Source: an optimization exercise on an open RTL-to-GDS flow (aim: small area, a short achievable clock period and few clock cycles). Production flows keep margins and buffers that such runs may drop.
Where RTL was checked, it was by simulation tests only, not by an equivalence proof against the original.
Power figures rest on the tool's default switching activity, not on a simulated workload.

// axi4_mgr
module axi4_mgr # (
  parameter unsigned AXI4_ADDR_WIDTH    = 32,
  parameter unsigned AXI4_DATA_WIDTH    = 64,
  parameter unsigned AXI_XSIZE         = (AXI4_DATA_WIDTH / 8),
  parameter unsigned DATA_COUNT_WIDTH  =  8
) (
  input  logic                         clk_i,
  input  logic                         rstn_i,
  input  logic [                2-1:0] req_i,
  input  logic [  AXI4_ADDR_WIDTH-1:0] axi_wr_addr_i,
  input  logic [  AXI4_ADDR_WIDTH-1:0] axi_rd_addr_i,
  input  logic                         wr_fifo_gnt_i,
  input  logic                         rd_fifo_req_i,
  input  logic [  AXI4_DATA_WIDTH-1:0] wr_fifo_data_i,
  input  logic [ DATA_COUNT_WIDTH-1:0] wr_data_count_i,
  input  logic [ DATA_COUNT_WIDTH-1:0] rd_data_count_i,
  output logic [                2-1:0] busy_o,    
  output logic [                2-1:0] wr_err_o,  
  output logic [                2-1:0] rd_err_o,  
  output logic                         wr_fifo_req_o,
  output logic                         rd_fifo_gnt_o,
  output logic [  AXI4_DATA_WIDTH-1:0] rd_fifo_data_o,
  output logic [  AXI4_ADDR_WIDTH-1:0] m_axi_aw_addr,
  output logic [                8-1:0] m_axi_aw_len,
  output logic [                3-1:0] m_axi_aw_size,
  output logic [                2-1:0] m_axi_aw_burst,
  output logic                         m_axi_aw_valid,
  input  logic                         m_axi_aw_ready,
  output logic [  AXI4_DATA_WIDTH-1:0] m_axi_w_data,
  output logic [AXI4_DATA_WIDTH/8-1:0] m_axi_w_strb,
  output logic                         m_axi_w_last,
  output logic                         m_axi_w_valid,
  input  logic                         m_axi_w_ready,
  input  logic [                2-1:0] m_axi_b_resp,
  input  logic                         m_axi_b_valid,
  output logic                         m_axi_b_ready,
  output logic [  AXI4_ADDR_WIDTH-1:0] m_axi_ar_addr,
  output logic [                8-1:0] m_axi_ar_len,
  output logic [                3-1:0] m_axi_ar_size,
  output logic [                2-1:0] m_axi_ar_burst,
  output logic                         m_axi_ar_valid,
  input  logic                         m_axi_ar_ready,
  input  logic [  AXI4_DATA_WIDTH-1:0] m_axi_r_data,
  input  logic [                2-1:0] m_axi_r_resp,
  input  logic                         m_axi_r_last,
  input  logic                         m_axi_r_valid,
  output logic                         m_axi_r_ready
);
For scale: roughly 340 cells after synthesis, ~84 flip-flops, roughly 460 I/O pins, about 0.0042 sq mm of cells after synthesis.
==> module axi4_mgr, before the edit <==
module axi4_mgr # (
  parameter unsigned AXI4_ADDR_WIDTH    = 32,
  parameter unsigned AXI4_DATA_WIDTH    = 64,
  parameter unsigned AXI_XSIZE         = (AXI4_DATA_WIDTH / 8),
  parameter unsigned DATA_COUNT_WIDTH  =  8
) (
  input  logic                         clk_i,
  input  logic                         rstn_i,
  input  logic [                2-1:0] req_i,
  input  logic [  AXI4_ADDR_WIDTH-1:0] axi_wr_addr_i,
  input  logic [  AXI4_ADDR_WIDTH-1:0] axi_rd_addr_i,
  input  logic                         wr_fifo_gnt_i,
  input  logic                         rd_fifo_req_i,
  input  logic [  AXI4_DATA_WIDTH-1:0] wr_fifo_data_i,
  input  logic [ DATA_COUNT_WIDTH-1:0] wr_data_count_i,
  input  logic [ DATA_COUNT_WIDTH-1:0] rd_data_count_i,
  output logic [                2-1:0] busy_o,    
  output logic [                2-1:0] wr_err_o,  
  output logic [                2-1:0] rd_err_o,  
  output logic                         wr_fifo_req_o,
  output logic                         rd_fifo_gnt_o,
  output logic [  AXI4_DATA_WIDTH-1:0] rd_fifo_data_o,
  output logic [  AXI4_ADDR_WIDTH-1:0] m_axi_aw_addr,
  output logic [                8-1:0] m_axi_aw_len,
  output logic [                3-1:0] m_axi_aw_size,
  output logic [                2-1:0] m_axi_aw_burst,
  output logic                         m_axi_aw_valid,
  input  logic                         m_axi_aw_ready,
  output logic [  AXI4_DATA_WIDTH-1:0] m_axi_w_data,
  output logic [AXI4_DATA_WIDTH/8-1:0] m_axi_w_strb,
  output logic                         m_axi_w_last,
  output logic                         m_axi_w_valid,
  input  logic                         m_axi_w_ready,
  input  logic [                2-1:0] m_axi_b_resp,
  input  logic                         m_axi_b_valid,
  output logic                         m_axi_b_ready,
  output logic [  AXI4_ADDR_WIDTH-1:0] m_axi_ar_addr,
  output logic [                8-1:0] m_axi_ar_len,
  output logic [                3-1:0] m_axi_ar_size,
  output logic [                2-1:0] m_axi_ar_burst,
  output logic                         m_axi_ar_valid,
  input  logic                         m_axi_ar_ready,
  input  logic [  AXI4_DATA_WIDTH-1:0] m_axi_r_data,
  input  logic [                2-1:0] m_axi_r_resp,
  input  logic                         m_axi_r_last,
  input  logic                         m_axi_r_valid,
  output logic                         m_axi_r_ready
);
  localparam int AW = AXI4_ADDR_WIDTH;
  logic          busy_wr_r, aw_valid_r, w_valid_r;
  logic [AW-1:3] aw_addr_r;
  logic [   7:0] aw_len_r;      
  logic [   1:0] wr_err_r;
  logic          w_last_r;      
  logic          busy_rd_r, ar_valid_r;
  logic [AW-1:3] ar_addr_r;
  logic [   7:0] ar_len_r;
  logic [   1:0] rd_err_r;
  logic wr_start, rd_start, w_hs, r_hs;
  assign wr_start = req_i[0] & ~busy_wr_r & (wr_data_count_i != '0);
  assign rd_start = req_i[1] & ~busy_rd_r & (rd_data_count_i != '0);
  assign w_hs     = w_valid_r & m_axi_w_ready;
  assign r_hs     = m_axi_r_valid & rd_fifo_req_i;
  assign busy_o         = {busy_rd_r, busy_wr_r};
  assign wr_err_o       = wr_err_r;
  assign rd_err_o       = rd_err_r;
  assign m_axi_aw_addr  = {aw_addr_r, 3'b000};
  assign m_axi_aw_len   = aw_len_r;
  assign m_axi_aw_size  = $clog2(AXI_XSIZE);
  assign m_axi_aw_burst = 2'b01;
  assign m_axi_aw_valid = aw_valid_r;
  assign m_axi_w_data   = wr_fifo_data_i;
  assign m_axi_w_strb   = '1;
  assign m_axi_w_last   = w_last_r;
  assign m_axi_w_valid  = w_valid_r;
  assign wr_fifo_req_o  = w_hs;
  assign m_axi_b_ready  = 1'b1;
  assign m_axi_ar_addr  = {ar_addr_r, 3'b000};
  assign m_axi_ar_len   = ar_len_r;
  assign m_axi_ar_size  = $clog2(AXI_XSIZE);
  assign m_axi_ar_burst = 2'b01;
  assign m_axi_ar_valid = ar_valid_r;
  assign m_axi_r_ready  = rd_fifo_req_i;
  assign rd_fifo_gnt_o  = r_hs;
  assign rd_fifo_data_o = m_axi_r_data;
  always_ff @(posedge clk_i or negedge rstn_i) begin
    if (~rstn_i) begin
      busy_wr_r  <= 1'b0;
      aw_valid_r <= 1'b0;
      w_valid_r  <= 1'b0;
    end else begin
      if (wr_start) begin
        busy_wr_r  <= 1'b1;
        aw_valid_r <= 1'b1;
      end else if (aw_valid_r) begin
        if (m_axi_aw_ready) begin
          aw_valid_r <= 1'b0;
          w_valid_r  <= 1'b1;
        end
      end else if (w_valid_r) begin
        if (m_axi_w_ready && aw_len_r == '0) w_valid_r <= 1'b0;
      end else if (m_axi_b_valid) begin
        busy_wr_r <= 1'b0;
      end
    end
  end
  logic [7:0] wcnt_m, wcnt_n;
  logic       wcnt_d;
  assign wcnt_m = busy_wr_r ? aw_len_r : wr_data_count_i;
  assign wcnt_d = ~busy_wr_r | w_hs;
  assign wcnt_n = wcnt_m - {7'd0, wcnt_d};
  always_ff @(posedge clk_i) begin
    if (~busy_wr_r) aw_addr_r <= axi_wr_addr_i[AW-1:3];
    aw_len_r <= wcnt_n;
    if (wcnt_d) w_last_r <= (wcnt_m == 8'd1);
  end
  always_ff @(posedge clk_i or negedge rstn_i) begin
    if (~rstn_i) begin
      busy_rd_r  <= 1'b0;
      ar_valid_r <= 1'b0;
    end else begin
      if (rd_start) begin
        busy_rd_r  <= 1'b1;
        ar_valid_r <= 1'b1;
      end else if (ar_valid_r) begin
        if (m_axi_ar_ready) ar_valid_r <= 1'b0;
      end else if (r_hs && m_axi_r_last) begin
        busy_rd_r <= 1'b0;
      end
    end
  end
  always_ff @(posedge clk_i) begin
    if (~busy_rd_r) begin
      ar_addr_r <= axi_rd_addr_i[AW-1:3];
      ar_len_r  <= rd_data_count_i - 8'd1;
    end
  end
  always_ff @(posedge clk_i or negedge rstn_i) begin
    if (~rstn_i) begin
      wr_err_r <= '0;
      rd_err_r <= '0;
    end else begin
      if (~busy_wr_r & req_i[0])   wr_err_r <= '0;
      else if (m_axi_b_resp != '0) wr_err_r <= m_axi_b_resp;
      if (~busy_rd_r & req_i[1])   rd_err_r <= '0;
      else if (m_axi_r_resp != '0) rd_err_r <= m_axi_r_resp;
    end
  end
endmodule
export LEC_CHECK = 0
export CAP_MARGIN = 20
export CORE_AREA = 10 10 190 190
export CTS_BUF_LIST = sky130_fd_sc_hd__clkbuf_8
export DIE_AREA = 0 0 200 200
export SLEW_MARGIN = 20
create_clock -name core_clock -period 4.5 [get_ports {clk_i}]
standard.sh (not shown) runs the stock make flow with config.mk's settings and CLKGATE_MAP_FILE= SYNTH_SCRIPT=/design/flow/synth_recipe.tcl, a recipe that flattens the netlist after the stock synthesis.
==> flow/flow/run.sh <==
#!/bin/bash
# Standard ORFS layout, with the port buffers made from the small buf_1 cell
# instead of the delay buffer buffer_ports picks by default.
set -euo pipefail
export BUFFER_PORTS_ARGS="-buffer_cell sky130_fd_sc_hd__buf_1"
bash standard.sh finish > orfs_make.log 2>&1
Testbench counts at the start, summed over its fixed seeds: cycles 38,180.
Then changed:
--- a/flow/design.v
+++ b/flow/design.v
@@ -102,19 +102,19 @@
       end else if (m_axi_b_valid) begin
         busy_wr_r <= 1'b0;
       end
     end
   end
-  logic [7:0] wcnt_m, wcnt_n;
-  logic       wcnt_d;
-  assign wcnt_m = busy_wr_r ? aw_len_r : wr_data_count_i;
-  assign wcnt_d = ~busy_wr_r | w_hs;
-  assign wcnt_n = wcnt_m - {7'd0, wcnt_d};
   always_ff @(posedge clk_i) begin
-    if (~busy_wr_r) aw_addr_r <= axi_wr_addr_i[AW-1:3];
-    aw_len_r <= wcnt_n;
-    if (wcnt_d) w_last_r <= (wcnt_m == 8'd1);
+    if (~busy_wr_r) begin
+      aw_addr_r <= axi_wr_addr_i[AW-1:3];
+      aw_len_r  <= wr_data_count_i - 8'd1;
+      w_last_r  <= (wr_data_count_i == 8'd1);
+    end else if (w_hs) begin
+      aw_len_r  <= aw_len_r - 8'd1;
+      w_last_r  <= (aw_len_r == 8'd1);
+    end
   end
   always_ff @(posedge clk_i or negedge rstn_i) begin
     if (~rstn_i) begin
       busy_rd_r  <= 1'b0;
       ar_valid_r <= 1'b0;
The changed run finished clean. First-iteration DRC count came out lower by roughly a tenth. Power came out lower by roughly a tenth. Final cell count came out higher by a few percent. Setup slack improves by 35 ps. Global-route usage came out lower by 0.41 points. Core utilization came out higher by 0.39 points.
No functional check of the RTL was part of the second run of this note.

==> separate check: timing with driven ports <==
How much do the figures lean on ideal ports? The routed layouts below were timed once more, with nothing changed but the port constraints.
Step 1 assumes that a clkbuf_16 drives the clock port and a buf_2 every other input.
Step 2 also shifts input and output timing later by t, the mid clock arrival at the registers, as if the neighbouring blocks saw the same clock.
Three values: ideal ports, drivers, drivers and shift; two values: the first two.
| run | t (ns) | setup slack, ns | hold WS [ns] | worst data-port slew with drivers (ns) | pins driven straight from the clock port |
|---|---|---|---|---|---|
| the first run | 0.388 | 2.181 / 2.141 / 2.110 | 0.522 / 0.522 / 0.522 | 0.22 | 1 |
| the second run | 0.394 | 2.216 / 2.163 / 2.163 | 0.535 / 0.535 / 0.535 | 0.19 | 1 |
After both steps setup and hold are still met in every run listed. For the first run, which loses most, drivers alone change the setup slack by -0.040 ns; drivers and shift together by -0.071 ns.
